Source: an optimization exercise on an open RTL-to-GDS flow (aim: small area, a short achievable clock period and few clock cycles). Production flows keep margins and buffers that such runs may drop.
Where RTL was checked, it was by simulation tests only, not by an equivalence proof against the original.
Power is estimated from default activity; no workload was simulated.

==> flow/design.v (excerpt) <==
module FPU(clk, rstn, ctl, x1, x2, y, ready, en);
    input clk, rstn;
    input [4:0] ctl;
    input [31:0] x1, x2;
    input en;
    output reg ready;
    output [31:0] y;
    wire op_add   = (ctl == 5'd0) | (ctl == 5'd1);
    wire op_mul   = (ctl == 5'd2) | (ctl == 5'd20);
    wire op_fhalf = (ctl == 5'd5);
    wire op_ftoi  = (ctl == 5'd6);
    wire op_itof  = (ctl == 5'd7);
    wire op_floor = (ctl == 5'd8);
    wire op_feq   = (ctl == 5'd9);
    wire op_fle   = (ctl == 5'd10);
    wire op_fabs  = (ctl == 5'd11);
    wire op_fneg  = (ctl == 5'd12);
    wire op_fless = (ctl == 5'd13);
    wire op_fmin  = (ctl == 5'd14);
    wire op_fmax  = (ctl == 5'd15);
    wire op_fisz  = (ctl == 5'd16);
    wire op_fisp  = (ctl == 5'd17);
    wire op_fisn  = (ctl == 5'd18);
    wire lt = (x1[30:0] <  x2[30:0]);
    wire eq = (x1[30:0] == x2[30:0]);
    wire [26:0] m_ra, m_rb;
    wire m_cin;
    wire [31:0] mb = ctl[4] ? x1 : x2;
    fmul_s1 u_mul1 (.a(x1[22:0]), .b(mb[22:0]), .ra(m_ra), .rb(m_rb), .cin(m_cin));
    wire [9:0] m_ye0 = x1[30:23] + mb[30:23] + 10'd129;
    wire m_zero = ~(|x1[30:23]) | ~(|mb[30:23]);
  ...
==> module FPU, before the edit <==
module FPU(clk, rstn, ctl, x1, x2, y, ready, en);
    input clk, rstn;
    input [4:0] ctl;
    input [31:0] x1, x2;
    input en;
    output reg ready;
    output [31:0] y;
    wire op_add   = (ctl == 5'd0) | (ctl == 5'd1);
    wire op_mul   = (ctl == 5'd2) | (ctl == 5'd20);
    wire op_fhalf = (ctl == 5'd5);
    wire op_ftoi  = (ctl == 5'd6);
    wire op_itof  = (ctl == 5'd7);
    wire op_floor = (ctl == 5'd8);
    wire op_feq   = (ctl == 5'd9);
    wire op_fle   = (ctl == 5'd10);
    wire op_fabs  = (ctl == 5'd11);
    wire op_fneg  = (ctl == 5'd12);
    wire op_fless = (ctl == 5'd13);
    wire op_fmin  = (ctl == 5'd14);
    wire op_fmax  = (ctl == 5'd15);
    wire op_fisz  = (ctl == 5'd16);
    wire op_fisp  = (ctl == 5'd17);
    wire op_fisn  = (ctl == 5'd18);
    wire lt = (x1[30:0] <  x2[30:0]);
    wire eq = (x1[30:0] == x2[30:0]);
    wire [26:0] m_ra, m_rb;
    wire m_cin;
    wire [31:0] mb = ctl[4] ? x1 : x2;
    fmul_s1 u_mul1 (.a(x1[22:0]), .b(mb[22:0]), .ra(m_ra), .rb(m_rb), .cin(m_cin));
    wire [9:0] m_ye0 = x1[30:23] + mb[30:23] + 10'd129;
    wire m_zero = ~(|x1[30:23]) | ~(|mb[30:23]);
    wire m_inf  = (&x1[30:23]) | (&mb[30:23]);
    wire m_ys   = x1[31] ^ mb[31];
    wire [26:0] a_S;
    wire [24:0] a_R;
    wire [7:0]  a_le;
    wire a_effsub, a_bs, a_ls, a_near, a_spec;
    wire [31:0] a_spec_y;
    wire [31:0] tsh;
    wire [31:0] mx;
    fadd_s1 u_add1 (.x1(x1), .x2(x2), .sub(ctl[0]), .ge(~lt), .is_ftoi(op_ftoi), .mx(mx[30:0]),
                    .tsh(tsh), .S(a_S), .R(a_R), .le(a_le),
                    .effsub(a_effsub), .bs(a_bs), .ls(a_ls), .isnear(a_near),
                    .spec(a_spec), .spec_y(a_spec_y));
    wire [31:0] half_v, ftoi_v, itof_v, floor_v;
    wire fmin_x1;
    wire half_i, ftoi_i, itof_i, floor_i;
    wire feq_y, fle_y, fless_y;
    fhalf_u u_half (.x(x1), .v(half_v), .inc(half_i));
    ftoi_u  u_ftoi (.x(x1), .t(tsh), .v(ftoi_v), .inc(ftoi_i));
    itof_u  u_itof (.x(x1), .v(itof_v), .inc(itof_i));
    floor_u u_floor(.x(x1), .v(floor_v), .inc(floor_i));
    fcmp_u  u_cmp  (.x1(x1), .x2(x2), .lt(lt), .eq(eq), .feq(feq_y), .fle(fle_y),
                    .fless(fless_y), .fmin_x1(fmin_x1));
    wire pick_x1 = op_add ? ~lt : (fmin_x1 ^ op_fmax);
    assign mx = pick_x1 ? x1 : x2;
    wire nz1 = |x1[30:0];
    wire bit0 = (op_feq & feq_y) | (op_fle & fle_y) | (op_fless & fless_y) |
                (op_fisz & ~nz1) | (op_fisp & ~x1[31] & nz1) | (op_fisn & x1[31] & nz1);
    wire add_spec = op_add & a_spec;
    wire [31:0] misc_v =
        ({32{add_spec}} & a_spec_y) |
        ({32{op_fhalf}} & half_v)  |
        ({32{op_ftoi}}  & ftoi_v)  |
        ({32{op_itof}}  & itof_v)  |
        ({32{op_floor}} & floor_v) |
        ({32{op_fmin | op_fmax}} & mx) |
        ({32{op_fabs}}  & {1'b0, x1[30:0]}) |
        ({32{op_fneg}}  & {~x1[31], x1[30:0]}) |
        {31'b0, bit0};
    wire misc_i = (op_fhalf & half_i) | (op_ftoi & ftoi_i) | (op_itof & itof_i) |
                  (op_floor & floor_i);
    reg sel_mul, sel_far, sel_near, sel_misc;
    reg [26:0] r_ra, r_rb, r_S;
    reg r_cin;
    reg [9:0] r_ye0;
    reg r_zero, r_inf, r_ys;
    reg [7:0] r_le;
    reg r_effsub, r_bs, r_ls;
    reg [31:0] r_misc;
    reg r_inc;
    always @(posedge clk) begin
        ready <= rstn & en;
        sel_mul  <= op_mul;
        sel_far  <= op_add & ~a_spec & ~a_near;
        sel_near <= op_add & ~a_spec & a_near;
        sel_misc <= ~op_mul & ~(op_add & ~a_spec);
        r_ra <= m_ra; r_rb <= m_rb; r_cin <= m_cin;
        r_ye0 <= m_ye0; r_zero <= m_zero; r_inf <= m_inf; r_ys <= m_ys;
        r_S <= a_S; r_le <= a_le;
        r_effsub <= a_effsub; r_bs <= a_bs; r_ls <= a_ls;
        r_misc <= misc_v; r_inc <= misc_i;
    end
    wire [31:0] mul_y, far_y, near_y;
    fmul_s2 u_mul2 (.ra(r_ra), .rb(r_rb), .cin(r_cin), .ye0(r_ye0), .iszero(r_zero),
                    .isinf(r_inf), .ys(r_ys), .y(mul_y));
    fadd_s2 u_add2 (.S(r_S), .R(r_S[25:1]), .le(r_le), .effsub(r_effsub), .bs(r_bs), .ls(r_ls),
                    .far_y(far_y), .near_y(near_y));
    wire [31:0] misc_y = r_misc + {31'b0, r_inc};
    assign y = ({32{sel_mul}}  & mul_y)  | ({32{sel_far}}  & far_y) |
               ({32{sel_near}} & near_y) | ({32{sel_misc}} & misc_y);
endmodule
Settings: LEC_CHECK=0, CAP_MARGIN=20, CORE_MARGIN=2, CORE_UTILIZATION=40, SETUP_SLACK_MARGIN=3, SLEW_MARGIN=20; clock period 10.0 ns.
standard.sh (not shown) runs the stock make flow with config.mk's settings and CLKGATE_MAP_FILE= SYNTH_SCRIPT=/design/flow/synth_recipe.tcl, a recipe that flattens the netlist after the stock synthesis.
==> flow/flow/run.sh <==
#!/bin/bash
# The standard layout (standard.sh: ORFS synthesis to finish, same
# constraints and settings), with two changes to how it is made:
#  - MATCH_CELL_FOOTPRINT=0: the resizer may swap a cell for any drive
#    strength of the same function (sky130hd's platform file limits it to
#    cells of the same footprint, so most gates cannot be upsized);
#  - the port buffers that buffer_ports puts on every input and output start
#    as buf_4 instead of a delay buffer.
# The whole make output goes to make.log; ORFS's per-step logs stay under
# orfs/logs.
set -euo pipefail
bash standard.sh MATCH_CELL_FOOTPRINT=0 \
    "BUFFER_PORTS_ARGS=-buffer_cell sky130_fd_sc_hd__buf_4" finish > make.log 2>&1
Then changed:
--- a/flow/design.v
+++ b/flow/design.v
@@ -36,11 +36,11 @@
     wire [7:0]  a_le;
     wire a_effsub, a_bs, a_ls, a_near, a_spec;
     wire [31:0] a_spec_y;
     wire [31:0] tsh;
     wire [31:0] mx;
-    fadd_s1 u_add1 (.x1(x1), .x2(x2), .sub(ctl[0]), .ge(~lt), .is_ftoi(op_ftoi), .mx(mx[30:0]),
+    fadd_s1 u_add1 (.x1(x1), .x2(x2), .sub(ctl[0]), .ge(~lt), .is_ftoi(ctl[2]), .mx(mx[30:0]),
                     .tsh(tsh), .S(a_S), .R(a_R), .le(a_le),
                     .effsub(a_effsub), .bs(a_bs), .ls(a_ls), .isnear(a_near),
                     .spec(a_spec), .spec_y(a_spec_y));
     wire [31:0] half_v, ftoi_v, itof_v, floor_v;
     wire fmin_x1;
@@ -50,11 +50,11 @@
     ftoi_u  u_ftoi (.x(x1), .t(tsh), .v(ftoi_v), .inc(ftoi_i));
     itof_u  u_itof (.x(x1), .v(itof_v), .inc(itof_i));
     floor_u u_floor(.x(x1), .v(floor_v), .inc(floor_i));
     fcmp_u  u_cmp  (.x1(x1), .x2(x2), .lt(lt), .eq(eq), .feq(feq_y), .fle(fle_y),
                     .fless(fless_y), .fmin_x1(fmin_x1));
-    wire pick_x1 = op_add ? ~lt : (fmin_x1 ^ op_fmax);
+    wire pick_x1 = ctl[3] ? (fmin_x1 ^ ctl[0]) : ~lt;
     assign mx = pick_x1 ? x1 : x2;
     wire nz1 = |x1[30:0];
     wire bit0 = (op_feq & feq_y) | (op_fle & fle_y) | (op_fless & fless_y) |
                 (op_fisz & ~nz1) | (op_fisp & ~x1[31] & nz1) | (op_fisn & x1[31] & nz1);
     wire add_spec = op_add & a_spec;
Outcome: The changed run finished with timing, DRC and antenna clean; global-route usage goes down by 2.0 points; worst setup slack improves by 0.042 ns; via count is lower by a few percent; first-iteration DRC count came out lower slightly; hold slack is better by 0.016 ns; combinational power fell by a few percent; power decreases by a few percent; wire length drops by a few percent.
Testbench counts after the change, summed over its fixed seeds: cycles 24,008.
The RTL of the first run of this note was laid out without a check of its function.

Starting RTL as in the previous note.
==> flow/design.v (excerpt) <==
module FPU(clk, rstn, ctl, x1, x2, y, ready, en);
    input clk, rstn;
    input [4:0] ctl;
    input [31:0] x1, x2;
    input en;
    output reg ready;
    output [31:0] y;
    wire op_add   = (ctl == 5'd0) | (ctl == 5'd1);
    wire op_mul   = (ctl == 5'd2) | (ctl == 5'd20);
    wire op_fhalf = (ctl == 5'd5);
    wire op_ftoi  = (ctl == 5'd6);
    wire op_itof  = (ctl == 5'd7);
    wire op_floor = (ctl == 5'd8);
    wire op_feq   = (ctl == 5'd9);
    wire op_fle   = (ctl == 5'd10);
    wire op_fabs  = (ctl == 5'd11);
    wire op_fneg  = (ctl == 5'd12);
    wire op_fless = (ctl == 5'd13);
    wire op_fmin  = (ctl == 5'd14);
    wire op_fmax  = (ctl == 5'd15);
    wire op_fisz  = (ctl == 5'd16);
    wire op_fisp  = (ctl == 5'd17);
    wire op_fisn  = (ctl == 5'd18);
    wire lt = (x1[30:0] <  x2[30:0]);
    wire eq = (x1[30:0] == x2[30:0]);
    wire [26:0] m_ra, m_rb;
    wire m_cin;
    wire [31:0] mb = ctl[4] ? x1 : x2;
    fmul_s1 u_mul1 (.a(x1[22:0]), .b(mb[22:0]), .ra(m_ra), .rb(m_rb), .cin(m_cin));
    wire [9:0] m_ye0 = x1[30:23] + mb[30:23] + 10'd129;
    wire m_zero = ~(|x1[30:23]) | ~(|mb[30:23]);
    wire m_inf  = (&x1[30:23]) | (&mb[30:23]);
    wire m_ys   = x1[31] ^ mb[31];
    wire [26:0] a_S;
    wire [24:0] a_R;
    wire [7:0]  a_le;
    wire a_effsub, a_bs, a_ls, a_near, a_spec;
    wire [31:0] a_spec_y;
    wire [31:0] tsh;
    wire [31:0] mx;
    fadd_s1 u_add1 (.x1(x1), .x2(x2), .sub(ctl[0]), .ge(~lt), .is_ftoi(op_ftoi), .mx(mx[30:0]),
                    .tsh(tsh), .S(a_S), .R(a_R), .le(a_le),
                    .effsub(a_effsub), .bs(a_bs), .ls(a_ls), .isnear(a_near),
                    .spec(a_spec), .spec_y(a_spec_y));
    wire [31:0] half_v, ftoi_v, itof_v, floor_v;
    wire fmin_x1;
    wire half_i, ftoi_i, itof_i, floor_i;
    wire feq_y, fle_y, fless_y;
    fhalf_u u_half (.x(x1), .v(half_v), .inc(half_i));
    ftoi_u  u_ftoi (.x(x1), .t(tsh), .v(ftoi_v), .inc(ftoi_i));
    itof_u  u_itof (.x(x1), .v(itof_v), .inc(itof_i));
    floor_u u_floor(.x(x1), .v(floor_v), .inc(floor_i));
  ...
==> module fadd_s1, before the edit <==
module fadd_s1 (
    input  wire [31:0] x1,
    input  wire [31:0] x2,
    input  wire        sub,
    input  wire        ge,       
    input  wire        is_ftoi,  
    input  wire [30:0] mx,       
    output wire [31:0] tsh,      
    output wire [26:0] S,        
    output wire [24:0] R,        
    output wire [7:0]  le,       
    output wire        effsub,
    output wire        bs,       
    output wire        ls,       
    output wire        isnear,
    output wire        spec,
    output wire [31:0] spec_y);
wire        s1 = x1[31];
wire        s2 = x2[31] ^ sub;
wire [7:0]  e1 = x1[30:23];
wire [7:0]  e2 = x2[30:23];
wire [22:0] m1 = x1[22:0];
wire [22:0] m2 = x2[22:0];
assign effsub = s1 ^ s2;
assign ls = ge ? s1 : s2;
wire [8:0]  d12 = {1'b0, e1} - {1'b0, e2};
wire [7:0]  d21 = e2 - e1;
wire        e1lt = d12[8];
wire [7:0]  shift = e1lt ? d21 : d12[7:0];
assign le = e1lt ? e2 : e1;
wire [22:0] fbm = e1lt ? m2 : m1;
wire [22:0] fsm = (e1lt | is_ftoi) ? m1 : m2;
assign bs = ls;
wire [26:0] lf = {2'b01, fbm, 2'b00};
wire [7:0]  fsh = 8'd157 - e1;
wire [4:0]  sa = is_ftoi ? fsh[4:0] : shift[4:0];
wire        sz = is_ftoi ? (e1 < 8'd126) : (|shift[7:5]);
wire [31:0] sh32 = sz ? 32'd0 : ({1'b1, fsm, 8'b0} >> sa);
wire [26:0] sf = {1'b0, sh32[31:6]};
assign tsh = sh32;
wire        neq = (e1 == e2);
wire        swap = neq & ~ge;
wire [26:0] opa = swap ? sf : lf;
wire [26:0] opb = swap ? lf : sf;
assign S = opa + (opb ^ {27{effsub}}) + {26'd0, effsub};
assign R = S[25:1];
wire inf = (&e1) | (&e2);
wire z1 = ~(|e1);
wire z2 = ~(|e2);
assign spec = inf | z1 | z2;
assign spec_y = {ls, (~inf & z1 & z2) ? 31'b0 : mx};
assign isnear = effsub & (shift[7:1] == 7'd0);
endmodule
Settings: LEC_CHECK=0, CAP_MARGIN=20, CORE_MARGIN=2, CORE_UTILIZATION=40, SETUP_SLACK_MARGIN=2.5, SLEW_MARGIN=20; clock period 10.0 ns.
run.sh (not shown) runs the stock make flow with config.mk's settings and CLKGATE_MAP_FILE= SYNTH_SCRIPT=/design/flow/synth_recipe.tcl, a recipe that flattens the netlist after the stock synthesis.
Stock flow here: none of the scripts above is used.
Then changed:
--- a/flow/design.v
+++ b/flow/design.v
@@ -75,6 +75,7 @@
     reg r_cin;
     reg [9:0] r_ye0;
     reg r_zero, r_inf, r_ys;
+    reg [24:0] r_R;
     reg [7:0] r_le;
     reg r_effsub, r_bs, r_ls;
     reg [31:0] r_misc;
@@ -87,14 +88,14 @@
         sel_misc <= ~op_mul & ~(op_add & ~a_spec);
         r_ra <= m_ra; r_rb <= m_rb; r_cin <= m_cin;
         r_ye0 <= m_ye0; r_zero <= m_zero; r_inf <= m_inf; r_ys <= m_ys;
-        r_S <= a_S; r_le <= a_le;
+        r_S <= a_S; r_R <= a_R; r_le <= a_le;
         r_effsub <= a_effsub; r_bs <= a_bs; r_ls <= a_ls;
         r_misc <= misc_v; r_inc <= misc_i;
     end
     wire [31:0] mul_y, far_y, near_y;
     fmul_s2 u_mul2 (.ra(r_ra), .rb(r_rb), .cin(r_cin), .ye0(r_ye0), .iszero(r_zero),
                     .isinf(r_inf), .ys(r_ys), .y(mul_y));
-    fadd_s2 u_add2 (.S(r_S), .R(r_S[25:1]), .le(r_le), .effsub(r_effsub), .bs(r_bs), .ls(r_ls),
+    fadd_s2 u_add2 (.S(r_S), .R(r_R), .le(r_le), .effsub(r_effsub), .bs(r_bs), .ls(r_ls),
                     .far_y(far_y), .near_y(near_y));
     wire [31:0] misc_y = r_misc + {31'b0, r_inc};
     assign y = ({32{sel_mul}}  & mul_y)  | ({32{sel_far}}  & far_y) |
@@ -141,12 +142,13 @@
 wire [31:0] sh32 = sz ? 32'd0 : ({1'b1, fsm, 8'b0} >> sa);
 wire [26:0] sf = {1'b0, sh32[31:6]};
 assign tsh = sh32;
+assign S = lf + (sf ^ {27{effsub}}) + {26'd0, effsub};
 wire        neq = (e1 == e2);
-wire        swap = neq & ~ge;
-wire [26:0] opa = swap ? sf : lf;
-wire [26:0] opb = swap ? lf : sf;
-assign S = opa + (opb ^ {27{effsub}}) + {26'd0, effsub};
-assign R = S[25:1];
+wire [22:0] nbm = mx[22:0];
+wire [22:0] nsm = ge ? m2 : m1;
+wire [24:0] A = {1'b1, nbm, 1'b0};
+wire [24:0] B = neq ? {1'b1, nsm, 1'b0} : {2'b01, nsm};
+assign R = A - B;
 wire inf = (&e1) | (&e2);
 wire z1 = ~(|e1);
 wire z2 = ~(|e2);
What happened: The changed run completed with no timing, DRC or antenna violations; count of clock-buffer cells in the layout increases by 3; clock power fell by about 9%; power came out higher by about 12%; core utilization shrinks by 0.10 points; routed wire length increases by 4.6%; combinational power increases by 11%; global-route usage shrinks by 0.76 points; worst setup slack hardly moves.
Function was not checked in any run of this note: the RTL went through the layout flow alone.

[separate check: timing with driven ports]
No port has a modelled driver above. Below, the same layouts with a new extraction and two added sets of constraints. Step 1 assumes that a clkbuf_16 drives the clock port and a buf_2 every other input. Step 2 also shifts input and output timing later by t, the mid clock arrival at the registers, as if the neighbouring blocks saw the same clock. Slacks: ideal ports / drivers / drivers and shift; pairs: ideal ports / drivers.
run | shift t [ns] | setup WS [ns] | worst setup path after step 2 | slew at the worst register clock pin (ns) | worst slew at a driven data input, ns
the first run of note 1 | 0.533 | 2.841 / 2.807 / 2.327 | input to register | 0.08 / 0.08 | 0.28
the second run of note 1 | 0.510 | 2.883 / 2.881 / 2.378 | input to register | 0.07 / 0.07 | 0.07
the first run of note 2 | 0.541 | 2.499 / 2.497 / 1.956 | input to register | 0.08 / 0.08 | 0.18
the second run of note 2 | 0.519 | 2.499 / 2.484 / 2.026 | input to register | 0.07 / 0.07 | 0.11
After both steps setup and hold are still met in every run listed. For the first run of note 2, which loses most, drivers alone change the setup slack by -0.002 ns; drivers and shift together by -0.543 ns.
